This is an optimization exercise on Yosys and OpenROAD, whose aim is small area, a short achievable clock period and few clock cycles, not a production implementation. Where RTL was checked, it was by simulation tests only, not by an equivalence proof against the original. Function not checked in run 7: the RTL went through the layout flow alone. Power is estimated from default activity; no workload was simulated.

### flow/config.mk
export PLATFORM = sky130hd
export DESIGN_NAME = int_calc
export DESIGN_NICKNAME = int_calc
export VERILOG_FILES = /design/flow/design.v
export SDC_FILE = /design/flow/constraint.sdc
export NUM_CORES = 4
export LEC_CHECK = 0
export CAP_MARGIN = 20
export CORE_MARGIN = 2
export CORE_UTILIZATION = 40
export SETUP_SLACK_MARGIN = 1.5
export SLEW_MARGIN = 20
### flow/constraint.sdc
create_clock -name core_clock -period 21.0 [get_ports {clk}]
set_input_delay 4.2000 -clock core_clock [delete_from_list [all_inputs] [get_ports {clk}]]
set_output_delay 4.2000 -clock core_clock [all_outputs]
set_load 0.01 [all_outputs]
### flow/standard.sh
#!/bin/bash
# synth_recipe.tcl (not shown) runs the flow's synth.tcl, then flattens the netlist and writes it again
# the make line also repeats each setting of config.mk as NAME=value (left out here)
make -C /OpenROAD-flow-scripts/flow DESIGN_CONFIG=/design/flow/config.mk WORK_HOME=/design/flow/orfs CLKGATE_MAP_FILE= SYNTH_SCRIPT=/design/flow/synth_recipe.tcl "${@:-finish}"
### flow/flow/run.sh
#!/bin/bash
# Standard synthesis, then the ORFS layout with these changes: ports are
# buffered with buf_1 cells, timing repair aims at a larger setup slack
# margin, and the settings in params.sh (the clock period and all
# constraints are unchanged).
set -euo pipefail
W=$(pwd)
MARGIN=15.5
EXTRA=()
source flow/params.sh
bash standard.sh synth > synth.log 2>&1
make -C "$FLOW_HOME" DESIGN_CONFIG="$FLOW_CONFIG" WORK_HOME="$W/orfs" CLKGATE_MAP_FILE= \
  SYNTH_SCRIPT="$W/synth_recipe.tcl" CAP_MARGIN=20 CORE_MARGIN=2 CORE_UTILIZATION=40 \
  SETUP_SLACK_MARGIN=$MARGIN SLEW_MARGIN=20 \
  BUFFER_PORTS_ARGS="-buffer_cell sky130_fd_sc_hd__buf_1" "${EXTRA[@]}" finish > layout.log 2>&1
R="$W/orfs/results/$FLOW_PLATFORM/int_calc/base"
: # left out here: write the final layout as DEF
### flow/flow/params.sh
MARGIN=15.65
EXTRA=( CORE_UTILIZATION=75 CTS_ARGS=-sink_clustering_enable\ -repair_clock_nets\ -sink_clustering_size\ 25\ -sink_clustering_max_diameter\ 60\ -dont_use_dummy_load )
### flow/design.v
module pfx_add(a, b, ci, s, co);
   parameter W = 32;
   parameter T = 1;
   input  [W-1:0] a, b;
   input          ci;
   output [W-1:0] s;
   output         co;
   reg [W-1:0] p, g, pp, gg;
   reg [W:0]   c;
   integer i, j;
   always @(*) begin
      p = a ^ b;
      g = a & b;
      g[0] = g[0] | (p[0] & ci);
      pp = p;
      gg = g;
      if (T == 0) begin
         for (i = 1; i < W; i = i + 1)
            gg[i] = g[i] | (p[i] & gg[i-1]);
      end else if (T == 1) begin
         for (i = 0; i < 7; i = i + 1)
            for (j = 2 * (1 << i) - 1; j < W; j = j + 2 * (1 << i)) begin
               gg[j] = gg[j] | (pp[j] & gg[j - (1 << i)]);
               pp[j] = pp[j] & pp[j - (1 << i)];
            end
         for (i = 6; i >= 0; i = i - 1)
            for (j = 3 * (1 << i) - 1; j < W; j = j + 2 * (1 << i)) begin
               gg[j] = gg[j] | (pp[j] & gg[j - (1 << i)]);
               pp[j] = pp[j] & pp[j - (1 << i)];
            end
      end else if (T == 2) begin
         for (i = 0; i < 7; i = i + 1)
            for (j = 0; j < W; j = j + 1)
               if ((j >> i) % 2 == 1) begin
                  gg[j] = gg[j] | (pp[j] & gg[((j >> i) << i) - 1]);
                  pp[j] = pp[j] & pp[((j >> i) << i) - 1];
               end
      end else begin
         for (i = 0; i < 7; i = i + 1)
            for (j = W - 1; j >= (1 << i); j = j - 1) begin
               gg[j] = gg[j] | (pp[j] & gg[j - (1 << i)]);
               pp[j] = pp[j] & pp[j - (1 << i)];
            end
      end
      c = {gg, ci};
   end
   assign s  = p ^ c[W-1:0];
   assign co = c[W];
endmodule
module int_calc(clk, rst, start, A, B, done, int_add, int_sub, int_mul, int_div, int_mod, addCo, addCy, subCo, subCy);
   input clk;
   input rst;
   input start;
   input [63:0] A;
   input [31:0] B;
   output done;
   output [31:0] int_add;
   output [31:0] int_sub;
   output [63:0] int_mul;
   output [31:0] int_div;
   output [31:0] int_mod;
   output addCo;
   output addCy;
   output subCo;
   output subCy;
   localparam TD = 2;           
   localparam TM = 1;           
   reg [31:0] b_r;              
   reg [63:0] p_r;              
   reg        one_x, two_x;     
   reg [31:0] r_r;              
   reg [31:0] q_r;              
   reg [31:0] sum_r;            
   reg [31:0] dif_r;            
   reg        add_c, sub_c;     
   reg        add_v, sub_v;     
   reg [3:0]  cnt;
   reg        busy;
   reg        done_r;
   wire       fin = busy & (cnt == 4'd15);    
   assign done    = done_r;
   assign int_mul = p_r;
   assign int_div = q_r;
   assign int_mod = r_r;
   assign int_add = sum_r;
   assign int_sub = dif_r;
   assign addCo   = add_c;
   assign addCy   = add_v;
   assign subCo   = sub_c;
   assign subCy   = sub_v;
   wire [1:0] sa = p_r[1:0];                   
   wire [1:0] sb = b_r[{cnt, 1'b0} +: 2];      
   wire       ac1 = (sa[0] & sb[0]) | (sa[0] & add_c) | (sb[0] & add_c);
   wire       ac2 = (sa[1] & sb[1]) | (sa[1] & ac1) | (sb[1] & ac1);
   wire [1:0] as = {sa[1] ^ sb[1] ^ ac1, sa[0] ^ sb[0] ^ add_c};
   wire       sc1 = (sa[0] & ~sb[0]) | (sa[0] & sub_c) | (~sb[0] & sub_c);
   wire       sc2 = (sa[1] & ~sb[1]) | (sa[1] & sc1) | (~sb[1] & sc1);
   wire [1:0] ds = {sa[1] ^ ~sb[1] ^ sc1, sa[0] ^ ~sb[0] ^ sub_c};
   wire [33:0] m_ext = {{2{b_r[31]}}, b_r};
   wire        neg = p_r[1];
   wire [33:0] pp = (({34{one_x}} & m_ext) | ({34{two_x}} & {m_ext[32:0], 1'b0})) ^ {34{neg}};
   wire [33:0] mt;
   wire        mco_unused;
   pfx_add #(.W(34), .T(TM)) u_mul(.a({{2{p_r[63]}}, p_r[63:32]}), .b(pp), .ci(neg), .s(mt), .co(mco_unused));
   wire [63:0] p_next = {mt, p_r[31:2]};
   wire [33:0] R = {r_r, q_r[31:30]};
   wire [33:0] s1;              
   wire        c1;              
   pfx_add #(.W(34), .T(TD)) u_d1(.a(R), .b(~{2'b00, b_r}), .ci(1'b1), .s(s1), .co(c1));
   wire [32:0] s2;              
   wire        c2;              
   pfx_add #(.W(33), .T(TD)) u_d2(.a(R[33:1]), .b(~{1'b0, b_r}), .ci(1'b1), .s(s2), .co(c2));
   wire [34:0] x3 = {1'b0, R};
   wire [34:0] y3 = ~{3'b000, b_r};
   wire [34:0] z3 = ~{2'b00, b_r, 1'b0};
   wire [34:0] cs_s = x3 ^ y3 ^ z3;
   wire [34:0] cs_c = (x3 & y3) | (x3 & z3) | (y3 & z3);
   wire [34:0] s3;              
   wire        co3_unused;
   pfx_add #(.W(35), .T(TD)) u_d3(.a(cs_s), .b({cs_c[33:0], 1'b1}), .ci(1'b1), .s(s3), .co(co3_unused));
   wire        c3 = ~s3[34];    
   wire        sel0 = ~c1;
   wire        sel1 = c1 & ~c2;
   wire        sel2 = c2 & ~c3;
   wire        sel3 = c3;
   wire [31:0] r_n = ({32{sel0}} & R[31:0]) | ({32{sel1}} & s1[31:0]) |
                     ({32{sel2}} & {s2[30:0], R[0]}) | ({32{sel3}} & s3[31:0]);
   wire [31:0] q_n = {q_r[29:0], c2, sel1 | sel3};
   always @(posedge clk) begin
      if (!busy) begin
         b_r  <= B;
         p_r  <= {32'd0, A[31:0]};
         one_x <= A[0];
         two_x <= A[1] & ~A[0];
         r_r  <= A[63:32];
         q_r  <= A[31:0];
      end else begin
         p_r  <= p_next;
         one_x <= p_r[2] ^ p_r[1];
         two_x <= (p_r[3] ^ p_r[1]) & ~(p_r[2] ^ p_r[1]);
         r_r  <= r_n;
         q_r  <= q_n;
      end
      sum_r <= {as, sum_r[31:2]};
      dif_r <= {ds, dif_r[31:2]};
      add_c <= busy ? ac2 : 1'b0;
      sub_c <= busy ? sc2 : 1'b1;
      add_v <= ac1 ^ ac2;
      sub_v <= sc1 ^ sc2;
      if (rst) begin
         busy   <= 1'b0;
         done_r <= 1'b0;
         cnt    <= 4'd0;
      end else begin
         busy   <= start | (busy & ~fin);
         done_r <= fin;
         cnt    <= busy ? cnt + 4'd1 : 4'd0;
      end
   end
endmodule  
==> out/metrics.csv, run 1 <==
stage,metric,value,unit
yosys,Yosys reg bits,236,
clocking,CTS Hold Bufs,0,
critical_path,Crit. End Element,primary output,
yosys,synthesized cell area,14000,sq um
place,port bufs,295,
critical_path,Critical Path AT,1.13,ns
yosys,post-synth top area share,29.2,%
critical_path,CP max stage delay,0.44,ns
critical_path,reg2reg start,b_r[4],
yosys,YS warnings,5,
finish,Finished Core Util,86.7,%
yosys,Synth area leader,dfxtp_1,
floorplanning,row count,49,
floorplanning,Initial Util,77.1,%
routing,DR vias/cell,6.42,
finish,filler cell count in the final layout,981,
yosys,Async SR Flop Fraction,0,%
critical_path,R2R cell count,13,
yosys,Cells after Synth,1445,
floorplanning,Core ar.,18100,sq um
yosys,top_reg_cell synth,dfxtp_1,
power,PwrDens,168,nW/um^2
place,routability congestion estimate,0.985,
finish,"commonest non-fill, non-tap cell in the layout",buf_1,
place,Post-DP Area,15200,sq um
sta,fin. max-slew vios,0,
grt,gr usage total,41.1,%
routing,per-cell routed wire length,21.2,microns
power,sw frac,47.2,%
grt,initial antenna violation count,0,
critical_path,Crit Path Class,reg2out,
grt,first-pass GRT wire length,64700,microns
finish,Final nets,2014,
critical_path,Worst EP required,16.80,ns
yosys,post-synth cell types,72,
critical_path,Buf/Inv on CP,1,
routing,Pre-Repair DR Iteration Count,6,
critical_path,CP top delay family,flip-flops,
yosys,Mean Syn Cell Area,9.68,sq um
sta,Max Fclk,0.188,GHz
power,Leak,6.84,nW
power,maximum vdd drop,0.000107,V
sta,post-layout min period,5.33,ns
clocking,"CTS clk-pin slew, worst paths",0.09,ns
clocking,TritonCTS clock tree,built,
sta,Fin. Hold Viols,0,
grt,GRT overflow,0,
floorplanning,DIE AREA,19800,sq um
sta,Tightest Pin Transition,1.01,ns
yosys,Post-synth EDFFs,32,
grt,vias in the first global route,12300,
grt,largest net degree at the start of global routing,83,
power,Seq pwr share,27.0,%
routing,final antenna-violating net count,0,
routing,Vias,12500,
clocking,H-tree Lvls,1,
critical_path,R2R Path End,r_r[28],
sta,final setup fails,0,
critical_path,CP max FO,3,
critical_path,CP startpoint kind,register,
floorplanning,Die Wd,141,microns
power,switching power,1.25,mW
sta,Max-Slew Margin vs Limit,32.3,%
finish,synth-to-layout area growth,12.6,%
critical_path,crit path to,int_div[30],
yosys,synth top area cells,"dfxtp_1, ha_1, fa_1",
critical_path,crit path cell chain,buf_1,
critical_path,r2r setup slk,16.09,ns
yosys,Synth Net Count,1738,
power,Internal Power,1.40,mW
clocking,# clock sinks,236,
sta,RSZ-0062 raised after global routing,no,
routing,DRC viols,0,
clocking,Clock Latency Late Sink,0.52,ns
status,run status,finished clean,
floorplanning,Die H,141,microns
sta,Fin Setup TNS,0,ns
flow_run,Max Cap Viol,0,
finish,most frequent cells in the layout,"buf_1, nand2_1, dfxtp_1, ha_1, nor2_1",
yosys,"Seq/Total Area, Yosys",36.1,%
min_path,Hold/Removal Path Class,reg2reg,
routing,DR iter-0 viols,1168,
sta,Final Cycle Share,25.4,%
critical_path,crit path launch,q_r[30],
power,overall power,2.65,mW
clocking,clock tree buffer depth,3,
routing,routed wire length,41200,microns
power,combinational power share,61.0,%
floorplanning,# IOs,296,
critical_path,Crit-path slowest cell,dfxtp_2,
clocking,total CTS buffers,19,
clocking,Root Buffer,clkbuf_16,
finish,Final Cell Area,15700,sq um
critical_path,Critical Path Stages,1,
sta,Setup Skew,0.0636,ns
finish,fraction of layout cells with a size suffix above 1,5.82,%
finish,ANT cells,0,
power,part of the power in the clock network,12.0,%
place,half-perimeter wire length after placement,30800,microns
## sequential cells by signal, summed over array words and instances (netlist names)
name and flops:
add_c 1, add_v 1, b_r 32, busy 1, cnt 4, dif_r 32
done_r 1, one_x 1, p_r 64, q_r 32, r_r 32, sub_c 1
sub_v 1, sum_r 32, two_x 1
## kinds of logic after synthesis
kind of cell / share of synthesized area (%)
adder cells (fa/ha/maj): 20.9
flip-flops: 36.1
AND/OR/NAND/NOR: 12.6
buffers and inverters: 4.17
XOR/XNOR: 7.27
multiplexers: 1.84
AO/OA/AOI/OAI: 17.1
## routing by layer
layer  vias up  global-route usage (%)  wire length, microns
met5         -                       0                     0
met4         0                    18.5                  2290
met3       189                    8.55                  4370
met2       787                    67.8                 19100
met1      5910                    52.7                 15500
li1       5611                       -                     -
## synthesized netlist by cell type, drive strengths merged (32+ instances only)
library cell / instances
dfxtp: 204
nand2: 201
ha: 128
nor2: 99
inv: 97
a21oi: 90
xnor2: 82
fa: 66
a22oi: 55
o21ai: 38
a21o: 37
xor2: 34
edfxtp: 32
## worst min path at each step
stage | from | to | slack (ns) | cells after the start
floorplan | dif_r[2] | dif_r[0] | 0.38 | 0
global route | sum_r[24] | sum_r[22] | 0.33 | 0
finish | dif_r[25] | dif_r[23] | 0.32 | 0
detailed placement | sum_r[19] | sum_r[17] | 0.34 | 0
CTS | dif_r[25] | dif_r[23] | 0.32 | 0
global placement | dif_r[4] | dif_r[2] | 0.33 | 0
## power groups by stage
stage                     sequential (mW)  clock [mW]  combinational, mW
after CTS                           0.707       0.316               1.58
after global routing                0.729       0.333               1.77
after global placement              0.703           0               1.50
after detailed placement            0.713           0               1.56
final                               0.715       0.318               1.62
after floorplan                     0.740           0               1.11
## area by class of cell
cell class / count / area, sq um / area share (%)
Clock buffer: 19 / 475 / 3.02
Sequential cell: 236 / 5080 / 32.3
Inverter: 97 / 367 / 2.33
Timing Repair Buffer: 303 / 1180 / 7.48
Multi-Input combinational cell: 1064 / 8360 / 53.1
Tap cell: 229 / 287 / 1.82
## metrics by stage
| stage | setup WS, ns | instances | hold WS, ns |
|---|---|---|---|
| 2_1_floorplan | 16.31 | 1445 | 0.382 |
| 3_3_place_gp | 16.08 | 1929 | 0.332 |
| 3_5_place_dp | 16.08 | 1929 | 0.336 |
| 4_1_cts | 15.65 | 1948 | 0.325 |
| 5_1_grt | 15.65 | 1948 | 0.334 |
| 6_report | 15.67 | 1948 | 0.323 |
## what timing repair did
| item | 4_1_cts | 5_1_grt |
|---|---|---|
| resized for setup | 16 | 16 |
| buffers inserted | 0 | 0 |
| setup endpoints to repair | 15 | 15 |
Testbench counts, summed over its fixed seeds: cycles 54,408.
==> inputs of run 2 (changes only) <==
==> flow/flow/params.sh (replaced) <==
MARGIN=15.65
EXTRA=( CORE_UTILIZATION=80 CTS_ARGS=-sink_clustering_enable\ -repair_clock_nets\ -sink_clustering_size\ 25\ -sink_clustering_max_diameter\ 60\ -dont_use_dummy_load )
==> run 2 against run 1 <==
Net effect:
- critical path type unchanged
- sequential share of layout area is 0.18 points higher
- worst setup slack lost 0.036 ns
- synthesized cell count unchanged
- via count grew 11%
- clock skew fell by 0.026 ns
==> out/metrics.csv, run 2 <==
stage,metric,value,unit
critical_path,Crit Path Class,reg2out,
finish,filler cell count in the final layout,682,
yosys,Cells after Synth,1445,
routing,DR iter-0 viols,2317,
routing,Pre-Repair DR Iteration Count,9,
power,switching power,1.39,mW
floorplanning,# IOs,296,
routing,routed wl met3,7260,microns
floorplanning,row count,48,
yosys,Yosys reg bits,236,
place,half-perimeter wire length after placement,32100,microns
finish,register area,5090,sq um
power,overall power,2.78,mW
power,PwrDens,177,nW/um^2
sta,Fin. Hold Viols,0,
status,run status,finished clean,
finish,fraction of layout cells with a size suffix above 1,6.24,%
clocking,Root Buffer,clkbuf_16,
critical_path,reg2reg start,one_x,
clocking,# clock sinks,236,
min_path,Hold Crit Start,dif_r[23],
clocking,Clock Latency Late Sink,0.52,ns
finish,ANT cells,0,
grt,initial antenna violation count,1,
place,port bufs,295,
critical_path,Crit-path slowest cell,dfxtp_1,
critical_path,Critical Path Stages,1,
sta,hold slack,0.321,ns
finish,largest reg by FF count,p_r,
critical_path,R2R cell count,14,
finish,synth-to-layout area growth,12.3,%
power,part of the power in the clock network,10.6,%
grt,vias in the first global route,14200,
yosys,Async SR Flop Fraction,0,%
grt,largest net degree at the start of global routing,78,
critical_path,crit path cell chain,buf_1,
finish,multi-input logic area,8360,sq um
routing,final antenna-violating net count,0,
finish,Final Cell Area,15700,sq um
place,routability congestion estimate,0.940,
grt,first-pass GRT wire length,76700,microns
sta,Max-Slew Margin vs Limit,37.0,%
floorplanning,Die Wd,136,microns
critical_path,CP max stage delay,0.47,ns
floorplanning,DIE AREA,18600,sq um
finish,number of flip-flops in the largest register,64,
yosys,"Seq/Total Area, Yosys",36.1,%
critical_path,CP startpoint kind,register,
critical_path,CP top delay family,flip-flops,
critical_path,R2R Path End,p_r[62],
sta,Tightest Pin Transition,0.945,ns
sta,RSZ-0062 raised after global routing,yes,
critical_path,Buf/Inv on CP,1,
flow_run,Max Cap Viol,0,
finish,Final nets,2011,
sta,fin. max-slew vios,0,
power,sw frac,50.0,%
clocking,H-tree Lvls,1,
critical_path,CP max FO,3,
critical_path,Critical Path AT,1.17,ns
clocking,"CTS clk-pin slew, worst paths",0.09,ns
yosys,top_reg_cell synth,dfxtp_1,
sta,Final Cycle Share,25.6,%
power,Leak,6.82,nW
clocking,total CTS buffers,16,
yosys,Post-synth EDFFs,32,
yosys,Synth Net Count,1738,
grt,gr usage total,54.4,%
clocking,clock tree buffer depth,3,
routing,Highest Signal Layer,met4,
yosys,YS warnings,5,
power,maximum vdd drop,0.000154,V
power,Internal Power,1.39,mW
sta,Setup Skew,0.0379,ns
floorplanning,Die H,136,microns
yosys,post-synth top area share,29.2,%
sta,Fin Setup TNS,0,ns
yosys,post-synth cell types,72,
routing,routed wire length,50700,microns
clocking,TritonCTS clock tree,built,
yosys,top cells by instance count after synthesis,"dfxtp_1, nand2_1, ha_1",
power,Seq pwr share,26.3,%
finish,"commonest non-fill, non-tap cell in the layout",buf_1,
yosys,Mean Syn Cell Area,9.68,sq um
floorplanning,Core ar.,17200,sq um
critical_path,crit path launch,p_r[38],
routing,per-cell routed wire length,26.1,microns
routing,Vias,13900,
routing,met2 WL,22600,microns
finish,most frequent cells in the layout,"buf_1, nand2_1, dfxtp_1, ha_1, nor2_1",
floorplanning,Initial Util,81.4,%
grt,GRT overflow,0,
routing,DRC viols,0,
power,combinational power share,63.1,%
yosys,Synth area leader,dfxtp_1,
critical_path,r2r setup slk,15.76,ns
min_path,Hold/Removal Path Class,reg2reg,
routing,met1 wire length,15600,microns
yosys,"count leader, synth",dfxtp_1,
place,Post-DP Area,15200,sq um
sta,Max Fclk,0.186,GHz
yosys,synthesized cell area,14000,sq um
sta,post-layout min period,5.37,ns
routing,DR vias/cell,7.16,
critical_path,crit path to,int_mul[38],
critical_path,Worst EP required,16.80,ns
critical_path,Crit. End Element,primary output,
sta,final setup fails,0,
yosys,synth top area cells,"dfxtp_1, ha_1, fa_1",
==> run 2: cell count changes in the layout (fill, tap and decap cells not counted), sizes merged <==
| cell | before | now |
|---|---|---|
| buf | 300 | 295 |
| clkbuf | 22 | 24 |
| clkinv | 0 | 1 |
| inv | 97 | 96 |
==> run 2: kinds of logic after synthesis <==
kind of cell,count (synthesis),share of synthesized area (%)
flops,236,36.1
fa+ha+maj,194,20.9
simple gates,401,12.6
compound gates,340,17.1
xor+xnor,116,7.27
buf+inv,145,4.17
mux,13,1.84
==> run 2: metrics by stage <==
step | instances | util [%] | worst slack [ns]
final | 1941 | 91.4 | 15.63
after global routing | 1941 | 91.4 | 15.60
after CTS | 1940 | 91.1 | 15.62
after detailed placement | 1922 | 88.5 | 15.59
after global placement | 1922 | 88.5 | 15.63
after floorplan | 1445 | - | 16.31
==> run 2: power by group through the flow <==
stage | registers, mW | clock network [mW] | logic, mW
final | 0.732 | 0.296 | 1.76
after global routing | 0.741 | 0.304 | 1.86
after CTS | 0.716 | 0.284 | 1.64
after detailed placement | 0.722 | 0 | 1.57
after global placement | 0.708 | 0 | 1.47
after floorplan | 0.740 | 0 | 1.11
==> run 2: metal layers <==
layer,vias to the layer above,GRT usage [%]
met5,-,1.11
met4,0,43.1
met3,501,23.2
met2,1491,84.5
met1,6300,58.0
li1,5602,-
==> run 2: layout make-up <==
type                       count  share of cell area [%]
clock buffer                  16                    2.55
inverter                      97                    2.33
tap                          225                    1.79
multi-input combinational   1064                    53.2
sequential                   236                    32.4
timing repair buffer         303                    7.66
==> run 2: how the worst min path moves through the flow <==
stage / endpoint / cells past startpoint
global placement: dif_r[0] / 0
global route: dif_r[28] / 0
floorplan: dif_r[0] / 0
detailed placement: sum_r[4] / 0
finish: dif_r[21] / 0
CTS: dif_r[28] / 0
==> run 2: what timing repair did <==
item | 4_1_cts | 5_1_grt
hold buffers | 0 | 0
setup endpoints to repair | 14 | 32
endpoints found under the hold margin | 0 | 0
buffers inserted | 2 | 1
gates resized for setup | 14 | 29
==> inputs of run 3 (changes only) <==
==> flow/flow/params.sh (replaced) <==
MARGIN=15.65
EXTRA=( CORE_UTILIZATION=75 PLACE_DENSITY=0.85 CTS_ARGS=-sink_clustering_enable\ -repair_clock_nets\ -sink_clustering_size\ 25\ -sink_clustering_max_diameter\ 60\ -dont_use_dummy_load )
==> run 3 against run 2 <==
Net effect:
- cell count up 0.41%
- sequential cell count unchanged
- synthesized area unchanged
- maximum frequency up 0.25%
- worst setup slack better by 0.014 ns
- wire length down 25%
- via count down 12%
- count of clock-buffer cells in the layout up 2
- clock power up 3%
- sequential share of layout area down 0.17 points
- synthesized cell count unchanged
- worst hold slack better by 0.013 ns
- highest routed layer unchanged
==> out/metrics.csv, run 3 <==
stage,metric,value,unit
status,run status,finished clean,
floorplanning,Core ar.,18100,sq um
sta,Tightest Pin Transition,1.13,ns
routing,Pre-Repair DR Iteration Count,5,
yosys,Post-synth EDFFs,32,
place,port bufs,295,
critical_path,CP max stage delay,0.39,ns
yosys,"count leader, synth",dfxtp_1,
clocking,TritonCTS clock tree,built,
sta,post-layout min period,5.35,ns
yosys,top_reg_cell synth,dfxtp_1,
clocking,H-tree Lvls,1,
clocking,CTS Hold Bufs,0,
floorplanning,Die H,141,microns
clocking,total CTS buffers,18,
critical_path,crit path cell chain,buf_1,
yosys,Cells after Synth,1445,
sta,fin. max-slew vios,0,
power,Leak,6.83,nW
sta,RSZ-0062 raised after global routing,no,
routing,Vias,12200,
grt,GRT overflow,0,
sta,Max-Slew Margin vs Limit,24.9,%
grt,largest net degree at the start of global routing,88,
yosys,synthesized cell area,14000,sq um
sta,Setup Skew,0.0889,ns
floorplanning,Initial Util,77.1,%
power,overall power,2.60,mW
sta,hold slack,0.335,ns
yosys,Synth Net Count,1738,
grt,initial antenna violation count,1,
finish,most frequent cells in the layout,"buf_1, nand2_1, dfxtp_1, ha_1, nor2_1",
clocking,Root Buffer,clkbuf_16,
grt,gr usage total,38.1,%
sta,final setup fails,0,
finish,Final Cell Area,15700,sq um
critical_path,CP top delay family,flip-flops,
grt,vias in the first global route,12100,
grt,first-pass GRT wire length,60700,microns
place,routability congestion estimate,0.958,
finish,Final nets,2014,
floorplanning,row count,49,
finish,number of flip-flops in the largest register,64,
finish,largest reg by FF count,p_r,
finish,"commonest non-fill, non-tap cell in the layout",buf_1,
finish,multi-input logic area,8360,sq um
yosys,Yosys reg bits,236,
place,Post-DP Area,15200,sq um
routing,DR iter-0 viols,1184,
critical_path,CP startpoint kind,register,
critical_path,Buf/Inv on CP,1,
yosys,post-synth cell types,72,
routing,routed wire length,38100,microns
clocking,clock tree buffer depth,3,
power,switching power,1.21,mW
sta,Fin Setup TNS,0,ns
critical_path,Crit-path slowest cell,dfxtp_1,
power,Seq pwr share,27.4,%
critical_path,Worst EP required,16.80,ns
critical_path,Critical Path AT,1.15,ns
yosys,post-synth top area share,29.2,%
sta,Max Fclk,0.187,GHz
yosys,top cells by instance count after synthesis,"dfxtp_1, nand2_1, ha_1",
yosys,Mean Syn Cell Area,9.68,sq um
yosys,"Seq/Total Area, Yosys",36.1,%
power,maximum vdd drop,0.000110,V
place,half-perimeter wire length after placement,28000,microns
place,Placed Cells,1927,
power,Internal Power,1.39,mW
floorplanning,Die Wd,141,microns
yosys,Async SR Flop Fraction,0,%
critical_path,CP max FO,3,
floorplanning,DIE AREA,19800,sq um
yosys,synth top area cells,"dfxtp_1, ha_1, fa_1",
clocking,"CTS clk-pin slew, worst paths",0.09,ns
power,part of the power in the clock network,11.8,%
clocking,Clock Latency Late Sink,0.53,ns
finish,filler cell count in the final layout,989,
finish,post-route insts no fill,1949,
flow_run,Max Cap Viol,0,
power,sw frac,46.7,%
critical_path,Crit Path Class,reg2out,
sta,Final Cycle Share,25.5,%
floorplanning,# IOs,296,
finish,fraction of layout cells with a size suffix above 1,5.70,%
routing,DR vias/cell,6.27,
yosys,YS warnings,5,
routing,DRC viols,0,
finish,register area,5080,sq um
min_path,Hold/Removal Path Class,reg2reg,
yosys,Synth area leader,dfxtp_1,
power,combinational power share,60.9,%
finish,synth-to-layout area growth,12.6,%
sta,Fin. Hold Viols,0,
clocking,# clock sinks,236,
routing,final antenna-violating net count,0,
critical_path,Crit. End Element,primary output,
routing,per-cell routed wire length,19.5,microns
power,PwrDens,165,nW/um^2
## run 3: per-stage QoR
stage                     setup slack (ns)  utilization (%)
after global routing                 15.65             86.8
final                                15.65             86.8
after floorplan                      16.31                -
after global placement               15.58             83.8
after CTS                            15.58             86.6
after detailed placement             15.56             83.8
## run 3: layout make-up
cell class / instances / area share, %
sequential: 236 / 32.3
timing repair buffer: 304 / 7.65
clock buffer: 18 / 2.86
tap: 229 / 1.82
inverter: 97 / 2.32
multi-input combinational: 1064 / 53.1
antenna: 1 / 0.0159
## run 3: layer usage
metal | GRT usage (%) | part of all wire, % | wire, microns
met1 | 48.4 | 38 | 14400
met2 | 64.9 | 48 | 18400
met3 | 7.90 | 10 | 3920
met4 | 13.6 | 3.5 | 1340
met5 | 0 | 0 | 0
## run 3: kinds of logic (layout without fill, tap and decap cells)
kind of cell,Yosys count,count (layout),share of synthesized area [%]
AND/OR/NAND/NOR,401,401,12.6
AO/OA/AOI/OAI,340,340,17.1
flip-flops,236,236,36.1
adder cells (fa/ha/maj),194,194,20.9
buffers and inverters,145,419,4.17
XOR/XNOR,116,116,7.27
multiplexers,13,13,1.84
other,0,1,0
## run 3: worst paths after layout
check	start	endpoint	slack [ns]	depth (start not counted)
hold / removal	dif_r[7]	dif_r[5]	0.33	0
hold reg to reg	dif_r[7]	dif_r[5]	0.33	0
setup reg to reg	one_x	p_r[62]	16.05	14
setup / recovery	p_r[60]	int_mul[60]	15.65	1
## run 3: power groups by stage
| stage | Combinational, mW | Sequential, mW | Clock, mW |
|---|---|---|---|
| global placement | 1.47 | 0.708 | 0 |
| CTS | 1.55 | 0.707 | 0.304 |
| finish | 1.58 | 0.712 | 0.306 |
| detailed placement | 1.52 | 0.714 | 0 |
| global route | 1.73 | 0.729 | 0.322 |
| floorplan | 1.11 | 0.740 | 0 |
## run 3: repair_timing
action,CTS,global route
endpoints found under the setup margin,11,21
setup buffers,2,1
cloned,0,0
resized for setup,11,20
hold endpoints to repair,0,0
==> inputs of run 4 (changes only) <==
==> flow/flow/params.sh (replaced) <==
MARGIN=15.65
EXTRA=( CORE_UTILIZATION=75 CTS_ARGS=-sink_clustering_enable\ -repair_clock_nets\ -sink_clustering_size\ 20\ -sink_clustering_max_diameter\ 50\ -dont_use_dummy_load\ -root_buf\ sky130_fd_sc_hd__clkbuf_16\ -buf_list\ sky130_fd_sc_hd__clkbuf_8\ sky130_fd_sc_hd__clkbuf_16 )
==> run 4 against run 3 <==
Net effect:
- the run now fails in clock tree synthesis (4_1_cts)
- synthesized cell count is the same
- synthesized area is the same
==> out/metrics.csv, run 4 <==
stage,metric,value,unit
yosys,Synth area leader,dfxtp_1,
yosys,top_reg_cell synth,dfxtp_1,
yosys,top cells by instance count after synthesis,"dfxtp_1, nand2_1, ha_1",
yosys,Mean Syn Cell Area,9.68,sq um
status,run status,aborted with a tool error,
yosys,Synth Net Count,1738,
floorplanning,Die Wd,141,microns
yosys,Async SR Flop Fraction,0,%
yosys,synthesized cell area,14000,sq um
place,Post-DP Area,15200,sq um
yosys,Post-synth EDFFs,32,
yosys,"Seq/Total Area, Yosys",36.1,%
yosys,synth top area cells,"dfxtp_1, ha_1, fa_1",
status,error msg,[ERROR STA-0564] clock_tree_synthesis positional arguments not supported.,
yosys,"count leader, synth",dfxtp_1,
yosys,post-synth top area share,29.2,%
place,routability congestion estimate,0.985,
yosys,YS warnings,5,
place,half-perimeter wire length after placement,30800,microns
status,Failed at,clock tree synthesis (4_1_cts),
floorplanning,# IOs,296,
floorplanning,row count,49,
floorplanning,Initial Util,77.1,%
place,Placed Cells,1929,
yosys,Cells after Synth,1445,
place,DP Worst Slack,16.08,ns
place,port bufs,295,
yosys,Yosys reg bits,236,
yosys,post-synth cell types,72,
floorplanning,Die H,141,microns
[run 4: cell counts after synthesis]
Identical to the previous run, type by type.
[run 4: worst max path at each step]
stage / from / to / slack [ns] / cells after the start
after floorplan: r_r[0] / int_mod[0] / 16.31 / 0
after global placement: q_r[30] / int_div[30] / 16.08 / 1
after detailed placement: q_r[30] / int_div[30] / 16.08 / 1
[run 4: power groups by stage]
| stage | Combinational, mW | Clock, mW | Sequential (mW) |
|---|---|---|---|
| after floorplan | 1.11 | 0 | 0.740 |
| after global placement | 1.50 | 0 | 0.703 |
| after detailed placement | 1.56 | 0 | 0.713 |
[run 4: cells by family after synthesis]
kind of cell,synth area share (%)
AOI/OAI and AO/OA,17.1
xor gates and xnor gates,7.27
adders and majority gates,20.9
buffers and inverters,4.17
DFF,36.1
muxes,1.84
and+or+nand+nor,12.6
==> inputs of run 5 (changes only) <==
==> flow/flow/params.sh (replaced) <==
MARGIN=15.65
EXTRA=( CORE_UTILIZATION=75 CTS_ARGS=-sink_clustering_enable\ -repair_clock_nets\ -sink_clustering_size\ 15\ -sink_clustering_max_diameter\ 45\ -dont_use_dummy_load\ -root_buf\ sky130_fd_sc_hd__clkbuf_16\ -buf_list\ sky130_fd_sc_hd__clkbuf_8 )
==> run 5 against run 4 <==
Net effect:
- now clean on timing, DRC and antenna
- synthesized area unchanged
- synthesized cell count unchanged
==> out/metrics.csv, run 5 <==
stage,metric,value,unit
finish,ANT cells,0,
finish,number of flip-flops in the largest register,64,
place,port bufs,295,
routing,DR vias/cell,6.33,
sta,final setup fails,0,
status,run status,finished clean,
routing,DRC viols,0,
clocking,CTS Hold Bufs,0,
yosys,Cells after Synth,1445,
routing,DR iter-0 viols,1146,
critical_path,CP startpoint kind,register,
sta,Max-Slew Margin vs Limit,32.4,%
power,maximum vdd drop,0.000123,V
clocking,TritonCTS clock tree,built,
routing,per-cell routed wire length,20.7,microns
critical_path,crit path cell chain,buf_1,
critical_path,CP top delay family,flip-flops,
critical_path,Critical Path AT,1.14,ns
finish,most frequent cells in the layout,"buf_1, nand2_1, dfxtp_1, ha_1, nor2_1",
clocking,Clock Latency Late Sink,0.52,ns
yosys,Synth Net Count,1738,
yosys,post-synth top area share,29.2,%
sta,RSZ-0062 raised after global routing,no,
floorplanning,Core ar.,18100,sq um
sta,Final Cycle Share,25.4,%
yosys,Post-synth EDFFs,32,
sta,Setup Skew,0.0572,ns
critical_path,CP max stage delay,0.43,ns
yosys,"count leader, synth",dfxtp_1,
yosys,Async SR Flop Fraction,0,%
yosys,synthesized cell area,14000,sq um
finish,largest reg by FF count,p_r,
sta,Max Fclk,0.187,GHz
yosys,Yosys reg bits,236,
clocking,total CTS buffers,29,
critical_path,Worst EP required,16.80,ns
finish,fraction of layout cells with a size suffix above 1,6.25,%
clocking,"Setup Fix Bufs, Post-CTS",0,
place,routability congestion estimate,0.985,
clocking,clock tree buffer depth,3,
yosys,YS warnings,5,
routing,final antenna-violating net count,0,
finish,synth-to-layout area growth,12.3,%
grt,largest net degree at the start of global routing,83,
floorplanning,row count,49,
sta,Tightest Pin Transition,1.01,ns
finish,"commonest non-fill, non-tap cell in the layout",buf_1,
yosys,"Seq/Total Area, Yosys",36.1,%
routing,Pre-Repair DR Iteration Count,6,
floorplanning,Die H,141,microns
finish,Final nets,2024,
yosys,Synth area leader,dfxtp_1,
floorplanning,# IOs,296,
finish,post-route insts no fill,1958,
routing,routed wire length,40500,microns
critical_path,Crit Path Class,reg2out,
sta,fin. max-slew vios,0,
sta,Fin. Hold Viols,0,
clocking,H-tree Lvls,1,
min_path,Hold/Removal Path Class,reg2reg,
grt,gr usage total,40.7,%
place,half-perimeter wire length after placement,30800,microns
critical_path,CP max FO,5,
sta,Fin Setup TNS,0,ns
critical_path,Buf/Inv on CP,1,
floorplanning,DIE AREA,19800,sq um
flow_run,Max Cap Viol,0,
power,Leak,6.82,nW
grt,first-pass GRT wire length,64100,microns
floorplanning,Die Wd,141,microns
yosys,top_reg_cell synth,dfxtp_1,
place,Placed Cells,1929,
critical_path,Crit-path slowest cell,dfxtp_1,
power,PwrDens,167,nW/um^2
yosys,synth top area cells,"dfxtp_1, ha_1, fa_1",
yosys,Mean Syn Cell Area,9.68,sq um
clocking,# clock sinks,236,
clocking,"CTS clk-pin slew, worst paths",0.09,ns
grt,GRT overflow,0,
sta,post-layout min period,5.34,ns
grt,initial antenna violation count,0,
finish,filler cell count in the final layout,984,
floorplanning,Initial Util,77.1,%
routing,Vias,12400,
yosys,top cells by instance count after synthesis,"dfxtp_1, nand2_1, ha_1",
grt,vias in the first global route,12300,
yosys,post-synth cell types,72,
clocking,Root Buffer,clkbuf_16,
critical_path,Crit. End Element,primary output,
[run 5: cell counts after synthesis]
Identical to the previous run, type by type.
[run 5: through the flow]
step / setup WS [ns] / hold WS (ns) / utilization, % / power [mW] / area (sq um)
floorplan: 16.31 / 0.382 / - / 1.85 / 14000
global placement: 16.08 / 0.332 / 83.9 / 2.20 / 15200
detailed placement: 16.08 / 0.336 / 83.9 / 2.27 / 15200
CTS: 15.65 / 0.309 / 86.4 / 2.58 / 15700
global route: 15.65 / 0.317 / 86.5 / 2.80 / 15700
finish: 15.66 / 0.308 / 86.5 / 2.62 / 15700
[run 5: kinds of logic after synthesis]
group           synth area share, %
xor+xnor                       7.27
compound gates                 17.1
flops                          36.1
mux                            1.84
fa+ha+maj                      20.9
simple gates                   12.6
buf+inv                        4.17
[run 5: path summary, 6_finish.rpt]
path / endpoint / slack (ns) / from / cells after the start
max reg2reg: r_r[13] / 16.10 / b_r[4] / 13
max: int_mod[17] / 15.66 / r_r[17] / 1
min reg2reg: dif_r[23] / 0.31 / dif_r[25] / 0
min: dif_r[23] / 0.31 / dif_r[25] / 0
[run 5: final cells by class]
class | instances | area [sq um] | share of cell area [%]
Sequential cell | 236 | 5080 | 32.4
Inverter | 97 | 367 | 2.34
Clock buffer | 29 | 433 | 2.76
Tap cell | 229 | 287 | 1.83
Multi-Input combinational cell | 1064 | 8360 | 53.2
Timing Repair Buffer | 303 | 1170 | 7.48
[run 5: repair_timing]
item,in CTS,in global routing
hold endpoints to repair,0,0
resized for setup,14,17
pin swaps,0,0
endpoints found under the setup margin,14,16
[run 5: report_power, final]
group	switching [mW]	internal, mW
clock	0.154	0.135
sequential	0.126	0.587
combinational	0.963	0.653
total	1.24	1.37
[run 5: per-layer routing]
layer,track usage [%],share of wire (%)
met5,0,0
met4,18.9,5.5
met3,8.27,11
met2,67.0,47
met1,52.1,37
==> inputs of run 6 (changes only) <==
==> flow/flow/params.sh (replaced) <==
MARGIN=15.65
EXTRA=( CORE_UTILIZATION=75 CTS_ARGS=-sink_clustering_enable\ -repair_clock_nets\ -sink_clustering_size\ 20\ -sink_clustering_max_diameter\ 50\ -dont_use_dummy_load\ -root_buf\ sky130_fd_sc_hd__clkbuf_16\ -buf_list\ \{sky130_fd_sc_hd__clkbuf_8\ sky130_fd_sc_hd__clkbuf_16\} )
==> run 6 against run 5 <==
Net effect:
- register-to-register slack hardly changed
- critical endpoint is now int_sub[30]
- count of clock-buffer cells in the layout is 2 lower
- design area is 1.7% higher
- highest routed layer unchanged
==> out/metrics.csv, run 6 <==
stage,metric,value,unit
status,run status,finished clean,
sta,RSZ-0062 raised after global routing,no,
floorplanning,Die Wd,141,microns
critical_path,r2r setup slk,16.10,ns
finish,synth-to-layout area growth,14.2,%
routing,per-cell routed wire length,21.5,microns
yosys,post-synth top area share,29.2,%
critical_path,Crit. End Element,primary output,
clocking,clock tree buffer depth,3,
routing,DR iter-0 viols,1250,
power,combinational power share,59.6,%
power,Seq pwr share,26.1,%
critical_path,CP top delay family,flip-flops,
flow_run,Max Cap Viol,0,
yosys,Yosys reg bits,236,
routing,routed wire length,42100,microns
power,sw frac,46.6,%
critical_path,R2R cell count,15,
finish,most frequent cells in the layout,"buf_1, nand2_1, dfxtp_1, ha_1, nor2_1",
grt,largest net degree at the start of global routing,83,
yosys,synthesized cell area,14000,sq um
power,Leak,6.95,nW
critical_path,Worst EP required,16.80,ns
critical_path,CP max FO,2,
power,switching power,1.28,mW
sta,Tightest Pin Transition,1.02,ns
finish,number of flip-flops in the largest register,64,
yosys,synth top area cells,"dfxtp_1, ha_1, fa_1",
sta,Final Cycle Share,25.4,%
grt,gr usage total,42.1,%
floorplanning,row count,49,
yosys,Post-synth EDFFs,32,
yosys,top_reg_cell synth,dfxtp_1,
yosys,"count leader, synth",dfxtp_1,
finish,fraction of layout cells with a size suffix above 1,7.01,%
sta,Setup Skew,0.0655,ns
critical_path,crit path launch,dif_r[30],
clocking,H-tree Lvls,1,
yosys,Mean Syn Cell Area,9.68,sq um
floorplanning,DIE AREA,19800,sq um
sta,final setup fails,0,
critical_path,Critical Path AT,1.14,ns
yosys,Synth area leader,dfxtp_1,
critical_path,Critical Path Stages,1,
place,half-perimeter wire length after placement,30800,microns
power,maximum vdd drop,0.000111,V
sta,Fin. Hold Viols,0,
routing,final antenna-violating net count,0,
routing,DRC viols,0,
clocking,"CTS clk-pin slew, worst paths",0.07,ns
sta,fin. max-slew vios,0,
place,Placed Cells,1929,
sta,post-layout min period,5.34,ns
power,part of the power in the clock network,14.3,%
grt,vias in the first global route,12600,
finish,"commonest non-fill, non-tap cell in the layout",buf_1,
clocking,Clock Latency Late Sink,0.56,ns
sta,Fin Setup TNS,0,ns
finish,ANT cells,0,
grt,initial antenna violation count,0,
yosys,Synth Net Count,1738,
critical_path,Crit-path slowest cell,dfxtp_1,
critical_path,reg2reg start,p_r[1],
routing,DR vias/cell,6.42,
critical_path,CP startpoint kind,register,
clocking,Root Buffer,clkbuf_16,
power,PwrDens,172,nW/um^2
clocking,CTS Hold Bufs,0,
finish,Final nets,2022,
yosys,"Seq/Total Area, Yosys",36.1,%
critical_path,CP max stage delay,0.43,ns
sta,Max Fclk,0.187,GHz
clocking,TritonCTS clock tree,built,
yosys,top cells by instance count after synthesis,"dfxtp_1, nand2_1, ha_1",
power,Internal Power,1.47,mW
floorplanning,Die H,141,microns
critical_path,crit path to,int_sub[30],
routing,Vias,12600,
place,port bufs,295,
clocking,total CTS buffers,27,
grt,GRT overflow,0,
yosys,Cells after Synth,1445,
routing,Pre-Repair DR Iteration Count,9,
floorplanning,Initial Util,77.1,%
critical_path,Crit Path Class,reg2out,
power,overall power,2.75,mW
yosys,YS warnings,5,
yosys,post-synth cell types,72,
sta,Max-Slew Margin vs Limit,32.0,%
grt,first-pass GRT wire length,66100,microns
min_path,Hold/Removal Path Class,reg2reg,
clocking,# clock sinks,236,
finish,largest reg by FF count,p_r,
yosys,Async SR Flop Fraction,0,%
floorplanning,# IOs,296,
place,routability congestion estimate,0.985,
floorplanning,Core ar.,18100,sq um
critical_path,crit path cell chain,clkbuf_2,
finish,post-route insts no fill,1956,
critical_path,R2R Path End,p_r[62],
critical_path,Buf/Inv on CP,1,
[run 6: final cells by class]
class | instances | area (sq um)
clock buffer | 27 | 676
fill | 915 | 2180
inverter | 97 | 367
multi-input combinational | 1064 | 8360
sequential | 236 | 5100
tap | 229 | 287
timing repair buffer | 303 | 1180
[run 6: logic make-up (layout without fill, tap and decap cells)]
| kind of cell | Yosys count | count (layout) | share of synthesized area, % |
|---|---|---|---|
| flip-flops | 236 | 236 | 36.1 |
| AO/OA/AOI/OAI | 340 | 340 | 17.1 |
| buffers and inverters | 145 | 427 | 4.17 |
| XOR/XNOR | 116 | 116 | 7.27 |
| multiplexers | 13 | 13 | 1.84 |
| adder cells (fa/ha/maj) | 194 | 194 | 20.9 |
| AND/OR/NAND/NOR | 401 | 401 | 12.6 |
[run 6: timing repair]
action,CTS,global route
gates resized for setup,29,18
setup endpoints to repair,23,18
setup buffers,0,0
[run 6: power by group through the flow]
stage / clock network (mW) / registers, mW / logic [mW]
after floorplan: 0 / 0.740 / 1.11
after global placement: 0 / 0.703 / 1.50
after detailed placement: 0 / 0.713 / 1.56
after CTS: 0.391 / 0.711 / 1.59
after global routing: 0.410 / 0.732 / 1.79
final: 0.393 / 0.718 / 1.64
[run 6: worst min-delay path by stage]
stage	endpoint	slack, ns	cells past startpoint	from
after floorplan	dif_r[0]	0.38	0	dif_r[2]
after global placement	dif_r[2]	0.33	0	dif_r[4]
after detailed placement	sum_r[17]	0.34	0	sum_r[19]
after CTS	dif_r[23]	0.32	0	dif_r[25]
after global routing	dif_r[23]	0.32	0	dif_r[25]
final	dif_r[23]	0.32	0	dif_r[25]
[run 6: layer usage]
layer	wire [microns]	global-route usage [%]	vias to the layer above
met1	15700	53.8	5845
li1	-	-	5614
met3	4520	8.89	200
met2	19600	69.3	906
met4	2270	19.5	0
met5	0	0	-
[run 6: stage by stage]
step	util, %	worst slack, ns	area [sq um]	hold slack, ns
after detailed placement	83.9	16.08	15200	0.336
after global routing	88.0	15.65	16000	0.322
after global placement	83.9	16.08	15200	0.332
after CTS	87.8	15.62	15900	0.318
after floorplan	-	16.31	14000	0.382
final	88.0	15.66	16000	0.319
==> inputs of run 7 (changes only) <==
--- a/flow/design.v
+++ b/flow/design.v
@@ -63,7 +63,7 @@
    output addCy;
    output subCo;
    output subCy;
-   localparam TD = 2;           
+   localparam TD = 3;           
    localparam TM = 1;           
    reg [31:0] b_r;              
    reg [63:0] p_r;              
@@ -103,29 +103,17 @@
    wire        mco_unused;
    pfx_add #(.W(34), .T(TM)) u_mul(.a({{2{p_r[63]}}, p_r[63:32]}), .b(pp), .ci(neg), .s(mt), .co(mco_unused));
    wire [63:0] p_next = {mt, p_r[31:2]};
-   wire [33:0] R = {r_r, q_r[31:30]};
-   wire [33:0] s1;              
-   wire        c1;              
-   pfx_add #(.W(34), .T(TD)) u_d1(.a(R), .b(~{2'b00, b_r}), .ci(1'b1), .s(s1), .co(c1));
-   wire [32:0] s2;              
-   wire        c2;              
-   pfx_add #(.W(33), .T(TD)) u_d2(.a(R[33:1]), .b(~{1'b0, b_r}), .ci(1'b1), .s(s2), .co(c2));
-   wire [34:0] x3 = {1'b0, R};
-   wire [34:0] y3 = ~{3'b000, b_r};
-   wire [34:0] z3 = ~{2'b00, b_r, 1'b0};
-   wire [34:0] cs_s = x3 ^ y3 ^ z3;
-   wire [34:0] cs_c = (x3 & y3) | (x3 & z3) | (y3 & z3);
-   wire [34:0] s3;              
-   wire        co3_unused;
-   pfx_add #(.W(35), .T(TD)) u_d3(.a(cs_s), .b({cs_c[33:0], 1'b1}), .ci(1'b1), .s(s3), .co(co3_unused));
-   wire        c3 = ~s3[34];    
-   wire        sel0 = ~c1;
-   wire        sel1 = c1 & ~c2;
-   wire        sel2 = c2 & ~c3;
-   wire        sel3 = c3;
-   wire [31:0] r_n = ({32{sel0}} & R[31:0]) | ({32{sel1}} & s1[31:0]) |
-                     ({32{sel2}} & {s2[30:0], R[0]}) | ({32{sel3}} & s3[31:0]);
-   wire [31:0] q_n = {q_r[29:0], c2, sel1 | sel3};
+   wire [32:0] rr1 = {r_r, q_r[31]};
+   wire [32:0] t1;
+   wire        nb1;             
+   pfx_add #(.W(33), .T(TD)) u_d1(.a(rr1), .b({1'b1, ~b_r}), .ci(1'b1), .s(t1), .co(nb1));
+   wire [31:0] r1 = nb1 ? t1[31:0] : rr1[31:0];
+   wire [32:0] rr2 = {r1, q_r[30]};
+   wire [32:0] t2;
+   wire        nb2;             
+   pfx_add #(.W(33), .T(TD)) u_d2(.a(rr2), .b({1'b1, ~b_r}), .ci(1'b1), .s(t2), .co(nb2));
+   wire [31:0] r_n = nb2 ? t2[31:0] : rr2[31:0];
+   wire [31:0] q_n = {q_r[29:0], nb1, nb2};
    always @(posedge clk) begin
       if (!busy) begin
          b_r  <= B;
==> flow/flow/params.sh (replaced) <==
MARGIN=15.1
EXTRA=( CORE_UTILIZATION=75 CTS_ARGS=-sink_clustering_enable\ -repair_clock_nets\ -sink_clustering_size\ 25\ -sink_clustering_max_diameter\ 60\ -dont_use_dummy_load )
==> run 7 against run 6 <==
Net effect:
- wire length rose by 6.0%
- first-iteration DRC count rose by 33%
- via count rose by 1.8%
- power rose by 14%
- clock skew rose by 0.040 ns
- sequential cell count did not move
- global-route usage rose by 3.1 points
- combinational power rose by 31%
- core utilization fell by 0.79 points
- critical path type is now reg2reg
==> out/metrics.csv, run 7 <==
stage,metric,value,unit
status,run status,finished clean,
min_path,hold endpoint,sum_r[9],
sta,post-layout min period,5.86,ns
sta,final setup fails,0,
finish,Final Cell Area,14500,sq um
power,Leak,6.25,nW
yosys,Synth area leader,dfxtp_1,
min_path,Hold/Removal Path Class,reg2reg,
yosys,post-synth top area share,31.8,%
grt,initial antenna violation count,3,
sta,Setup Skew,0.105,ns
finish,Final nets,1906,
finish,post-route insts no fill,1910,
yosys,Async SR Flop Fraction,0,%
yosys,top_reg_cell synth,dfxtp_1,
floorplanning,DIE AREA,18200,sq um
yosys,"count leader, synth",nand2_1,
sta,Max Fclk,0.171,GHz
floorplanning,row count,47,
routing,routed wire length,44600,microns
grt,gr usage total,45.3,%
critical_path,CP top delay family,compound AO/OA/AOI/OAI gates,
finish,Finished Core Util,87.2,%
routing,Pre-Repair DR Iteration Count,9,
yosys,Mean Syn Cell Area,9.02,sq um
sta,Fin Setup TNS,0,ns
routing,Vias,12800,
critical_path,CP max FO,19,
clocking,clock tree buffer depth,3,
place,routability congestion estimate,0.977,
flow_run,Max Cap Viol,0,
routing,DR vias/cell,6.70,
finish,number of flip-flops in the largest register,64,
yosys,YS warnings,3,
place,DP Worst Slack,14.96,ns
finish,register area,5050,sq um
routing,DR iter-0 viols,1668,
clocking,H-tree Lvls,1,
critical_path,crit path cell chain,"inv_1, ha_1, a21o_1, or3_4, o21bai_4, o2111ai_2, a211oi_2, nand3b_4, mux2_2, ha_1, o211ai_1, a21o_1, a211oi_2, o21ai_1, o21ai_2, a21bo_2, and3_1, a31oi_4, buf_12, mux2i_1, a21oi_1",
grt,largest net degree at the start of global routing,80,
critical_path,reg2reg start,b_r[4],
floorplanning,Initial Util,77.1,%
floorplanning,Core ar.,16600,sq um
grt,first-pass GRT wire length,64500,microns
min_path,Hold Crit Start,sum_r[11],
routing,per-cell routed wire length,23.4,microns
floorplanning,# IOs,296,
yosys,"Seq/Total Area, Yosys",39.3,%
critical_path,CP startpoint kind,register,
yosys,post-synth cell types,74,
yosys,synthesized cell area,12800,sq um
critical_path,CP max stage delay,0.47,ns
power,overall power,3.14,mW
clocking,# clock sinks,236,
critical_path,r2r setup slk,15.14,ns
floorplanning,Die H,135,microns
yosys,Yosys reg bits,236,
critical_path,R2R Path End,r_r[2],
critical_path,Crit-path slowest cell,edfxtp_1,
finish,largest reg by FF count,p_r,
place,Placed Cells,1883,
clocking,TritonCTS clock tree,built,
critical_path,Crit. End Element,register,
clocking,"CTS clk-pin slew, worst paths",0.10,ns
power,PwrDens,217,nW/um^2
yosys,top cells by instance count after synthesis,"nand2_1, dfxtp_1, nor2_1",
place,port bufs,295,
critical_path,Buf/Inv on CP,2,
yosys,Post-synth EDFFs,32,
clocking,CTS Hold Bufs,0,
yosys,Synth Net Count,1641,
routing,DRC viols,0,
finish,fraction of layout cells with a size suffix above 1,4.51,%
place,half-perimeter wire length after placement,29200,microns
clocking,Root Buffer,clkbuf_16,
finish,"commonest non-fill, non-tap cell in the layout",buf_1,
sta,hold slack,0.350,ns
min_path,Hold Crit Depth,0,
finish,synth-to-layout area growth,13.1,%
routing,final antenna-violating net count,0,
finish,most frequent cells in the layout,"buf_1, nand2_1, dfxtp_1, nor2_1, a21oi_1",
sta,fin. max-slew vios,0,
critical_path,Crit Path Class,reg2reg,
floorplanning,Die Wd,135,microns
sta,RSZ-0062 raised after global routing,no,
critical_path,R2R cell count,21,
yosys,Cells after Synth,1423,
yosys,synth top area cells,"dfxtp_1, ha_1, edfxtp_1",
clocking,Clock Latency Late Sink,0.54,ns
critical_path,Critical Path AT,6.25,ns
grt,vias in the first global route,12400,
sta,Max-Slew Margin vs Limit,36.3,%
power,maximum vdd drop,0.000151,V
finish,filler cell count in the final layout,858,
sta,Tightest Pin Transition,0.953,ns
clocking,total CTS buffers,16,
critical_path,Worst EP required,21.38,ns
sta,Fin. Hold Viols,0,
sta,Final Cycle Share,27.9,%
finish,multi-input logic area,7210,sq um
sta,Final Worst Setup Slack,15.14,ns
place,Post-DP Area,14000,sq um
grt,GRT overflow,0,
## run 7: changes by cell type in the layout (fill, tap and decap cells not counted), moves of 15 or more
cell      delta
mux2i_1     +31
nor2_1      +17
nand2_1     +15
dfxtp_2     -30
dfxtp_1     +31
a22oi_1     -20
o21ai_0     +23
a221oi_1    -22
ha_1        -33
fa_1        -42
## run 7: worst reg2reg max path, stage by stage (launching register included)
cell and delay (ns):
edfxtp_1 0.47, inv_1 0.13, ha_1 0.30, a21o_1 0.22, or3_4 0.35, o21bai_4 0.18
o2111ai_2 0.21, a211oi_2 0.34, nand3b_4 0.32, mux2_2 0.40, ha_1 0.38, o211ai_1 0.31
a21o_1 0.19, a211oi_2 0.11, o21ai_1 0.32, o21ai_2 0.14, a21bo_2 0.22, and3_1 0.20
a31oi_4 0.25, buf_12 0.23, mux2i_1 0.31, a21oi_1 0.15
## run 7: where the power goes
group          total (mW)  leakage [nW]  internal (mW)  switching (mW)
clock network       0.294         0.197          0.136           0.158
logic                2.15          4.02          0.862            1.29
registers           0.701          2.04          0.584           0.117
total                3.14          6.25           1.58            1.56
## run 7: layout make-up
type                            instances  share of cell area (%)
Timing Repair Buffer                  303                    8.24
Clock buffer                           16                    2.76
Sequential cell                       236                    34.8
Antenna cell                            4                  0.0690
Multi-Input combinational cell       1036                    49.7
Inverter                               95                    2.47
Tap cell                              220                    1.90
## run 7: worst max path at each step
stage | from | to | cells past startpoint
after floorplan | b_r[4] | r_r[9] | 24
after global placement | b_r[4] | r_r[1] | 22
after detailed placement | b_r[4] | r_r[1] | 21
after CTS | b_r[4] | r_r[29] | 21
after global routing | b_r[4] | r_r[16] | 22
final | b_r[4] | r_r[2] | 21
## run 7: repair_timing
| item | in CTS | in global routing |
|---|---|---|
| pin swaps | 0 | 2 |
| hold endpoints to repair | 0 | 0 |
| buffers inserted | 0 | 3 |
| cloned | 2 | 1 |
| setup endpoints to repair | 33 | 32 |
| resized for setup | 4 | 13 |
## run 7: cells by family after synthesis
logic type | share of synthesized area [%]
simple gates | 14.7
compound gates | 16.8
fa+ha+maj | 13.0
flops | 39.3
mux | 3.81
buf+inv | 4.99
xor+xnor | 7.30
## run 7: layer usage
layer  up-vias  wire [microns]  part of all wire [%]  GRT usage, %
met5         -               0                     0             0
met2      1182           20500                    46          75.9
met1      5801           14700                    33          51.8
li1       5424               -                     -             -
met3       389            5180                    12          10.1
met4         0            4260                   9.5          30.5

-- afterwards: timing with drivers on the ports --
The flow's constraints put no driver on any port. The routed layouts listed below were extracted and timed again, unchanged, in two steps. Step 1, drivers: a clkbuf_16 drives clk and a buf_2 each remaining input, both assumed. Step 2 also shifts input and output timing later by t, the mid clock arrival at the registers, as if the neighbouring blocks saw the same clock. Slacks: ideal ports / drivers / drivers and shift; pairs: ideal ports / drivers.
run	t (ns)	slack for setup (ns)	worst setup path at the end	worst data-port slew with drivers (ns)	cell pins on the clock port's net
run 1	0.542	15.668 / 15.617 / 16.093	register to register	0.06	1
run 2	0.546	15.632 / 15.582 / 15.758	register to register	0.13	1
run 3	0.532	15.645 / 15.602 / 16.053	register to register	0.09	1
run 5	0.539	15.662 / 15.614 / 16.098	register to register	0.06	1
run 6	0.577	15.657 / 15.607 / 16.096	register to register	0.06	1
run 7	0.531	15.137 / 15.137 / 15.137	register to register	0.11	1
After both steps setup and hold are still met in every run listed.
